From an optimization exercise on the open Yosys and OpenROAD flow, aimed at small area and few clock cycles; shortcuts taken in it are not production practice.
The RTL was checked by simulation tests, not by an equivalence proof against the original design.
Power figures rest on the tool's default switching activity, not on a simulated workload.

== lane 1 ==
Design memstream_multiblock, start of the top module:
module memstream_multiblock
#(
    parameter CONFIG_EN = 1,
    parameter NSTREAMS = 6,
    parameter MEM_DEPTH = 512,
    parameter MEM_WIDTH = 8,
    parameter MEM_INIT = "./",
    parameter RAM_STYLE = "auto",
	parameter STRM0_WIDTH = 8,
	parameter STRM1_WIDTH = 8,
	parameter STRM2_WIDTH = 8,
	parameter STRM3_WIDTH = 8,
	parameter STRM4_WIDTH = 8,
	parameter STRM5_WIDTH = 8,
	parameter STRM0_DEPTH = 64,
	parameter STRM1_DEPTH = 96,
	parameter STRM2_DEPTH = 80,
	parameter STRM3_DEPTH = 112,
	parameter STRM4_DEPTH = 72,
	parameter STRM5_DEPTH = 88,
	parameter STRM0_OFFSET = 0,
	parameter STRM1_OFFSET = 64,
	parameter STRM2_OFFSET = 160,
	parameter STRM3_OFFSET = 240,
	parameter STRM4_OFFSET = 352,
	parameter STRM5_OFFSET = 424
)
(
    input aclk,
    input aresetn,
	input [31:0] config_address,
	input config_ce,
	input config_we,
	input [31:0] config_d0,
	output [31:0] config_q0,
    input m_axis_0_afull,
    input m_axis_0_tready,
    output m_axis_0_tvalid,
    output [((STRM0_WIDTH+7)/8)*8-1:0] m_axis_0_tdata,
    input m_axis_1_afull,
    input m_axis_1_tready,
    output m_axis_1_tvalid,
    output [((STRM1_WIDTH+7)/8)*8-1:0] m_axis_1_tdata,
    input m_axis_2_afull,
    input m_axis_2_tready,
    output m_axis_2_tvalid,
    output [((STRM2_WIDTH+7)/8)*8-1:0] m_axis_2_tdata,
    input m_axis_3_afull,
    input m_axis_3_tready,
    output m_axis_3_tvalid,
    output [((STRM3_WIDTH+7)/8)*8-1:0] m_axis_3_tdata,
    input m_axis_4_afull,
    input m_axis_4_tready,
    output m_axis_4_tvalid,
    output [((STRM4_WIDTH+7)/8)*8-1:0] m_axis_4_tdata,
    input m_axis_5_afull,
    input m_axis_5_tready,
    output m_axis_5_tvalid,
    output [((STRM5_WIDTH+7)/8)*8-1:0] m_axis_5_tdata
);
==> flow/config.mk <==
export PLATFORM = sky130hd
export DESIGN_NAME = memstream_multiblock
export DESIGN_NICKNAME = memstream_multiblock
export VERILOG_FILES = /design/flow/design.v
export SDC_FILE = /design/flow/constraint.sdc
export NUM_CORES = 4
export LEC_CHECK = 0
export ABC_AREA = 1
export CAP_MARGIN = 20
export CORE_MARGIN = 2
export CORE_UTILIZATION = 60
export CTS_BUF_LIST = sky130_fd_sc_hd__clkbuf_8
export CTS_CLUSTER_DIAMETER = 50
export CTS_CLUSTER_SIZE = 18
export PLACE_DENSITY = 0.7
export SLEW_MARGIN = 20
==> flow/constraint.sdc <==
create_clock -name core_clock -period 10.0 [get_ports {aclk}]
set_input_delay 2.0000 -clock core_clock [delete_from_list [all_inputs] [get_ports {aclk}]]
set_output_delay 2.0000 -clock core_clock [all_outputs]
set_load 0.01 [all_outputs]
run.sh (not shown) runs the stock make flow with config.mk's settings and CLKGATE_MAP_FILE= SYNTH_SCRIPT=/design/flow/synth_recipe.tcl, a recipe that flattens the netlist after the stock synthesis.
Lane 1 has completed all stages; timing, DRC and antenna checks passed.
Testbench counts of lane 1, summed over its fixed seeds: cycles 1,920.
What lane 2 does differently from lane 1 at the input level:
# lane 1
export LEC_CHECK = 0
export ABC_AREA = 1
export CAP_MARGIN = 20
export CORE_MARGIN = 2
export CORE_UTILIZATION = 60
export CTS_BUF_LIST = sky130_fd_sc_hd__clkbuf_8
export CTS_CLUSTER_DIAMETER = 50
export CTS_CLUSTER_SIZE = 18
export PLACE_DENSITY = 0.7
export SLEW_MARGIN = 20
create_clock -name core_clock -period 10.0 [get_ports {aclk}]
# lane 2
export LEC_CHECK = 0
export ABC_AREA = 1
export CAP_MARGIN = 20
export CORE_MARGIN = 2
export CORE_UTILIZATION = 66
export CTS_BUF_LIST = sky130_fd_sc_hd__clkbuf_8
export CTS_CLUSTER_DIAMETER = 50
export CTS_CLUSTER_SIZE = 18
export PLACE_DENSITY = 0.75
export SLEW_MARGIN = 20
create_clock -name core_clock -period 10.0 [get_ports {aclk}]
==> flow/flow/run.sh (new file) <==
#!/bin/bash
# Standard layout flow, except that clock tree synthesis inserts no dummy
# loads. Every tool's output goes to a log file in the work folder.
set -o pipefail
cp standard.sh standard_sh.log
export CTS_ARGS="-sink_clustering_enable -repair_clock_nets -dont_use_dummy_load -buf_list sky130_fd_sc_hd__clkbuf_8 -sink_clustering_size 18 -sink_clustering_max_diameter 50"
bash standard.sh > standard.log 2>&1
==> flow/standard.sh (new file) <==
#!/bin/bash
# synth_recipe.tcl (not shown) runs the flow's synth.tcl, then flattens the netlist and writes it again
# the make line also repeats each setting of config.mk as NAME=value (left out here)
make -C /OpenROAD-flow-scripts/flow DESIGN_CONFIG=/design/flow/config.mk WORK_HOME=/design/flow/orfs CLKGATE_MAP_FILE= SYNTH_SCRIPT=/design/flow/synth_recipe.tcl "${@:-finish}"
removed: flow/run.sh
--- outcome ---
- Final number of hold-violating endpoints delta (lane 2 -> lane 1): insignificant
- HPWL reported at the end of detailed placement ended up 2.8% lower on lane 2 than on lane 1.
- Lane 2 finished every stage and its layout cleared the timing, design-rule and antenna checks.
- Number of stages on the worst setup path (lane 2 over lane 1): increase, 3
- Total power: lane 2 below lane 1
- Against lane 1, violation count after the first detailed-route iteration in lane 2 came out worse.

## static timing again, ports no longer ideal
The results above use ideal ports. As a check the final layouts listed here were re-extracted and re-timed, cells and wires unchanged. Step 1: set_driving_cell puts a clkbuf_16 on aclk and a buf_2 on each other input, an assumption about the parent block. Step 2, shift: input delay + t, output delay - t, t = (earliest + latest rising clock arrival at the registers) / 2. This alone moves slack from input paths to output paths. a / b / c = no drivers / after step 1 / after step 2; a / b = the first two.
| run | t, ns | setup WS [ns] | hold slack, ns | clock arrival spread, ns | pins driven straight from the clock port |
|---|---|---|---|---|---|
| lane 1 | 1.240 | 0.800 / 0.701 / 1.941 | 0.329 / 0.329 / 0.329 | 0.091 / 0.091 | 1 |
| lane 2 | 1.201 | 0.679 / 0.591 / 1.792 | 0.294 / 0.294 / 0.294 | 0.132 / 0.132 | 1 |
After both steps every run listed still meets setup and hold.
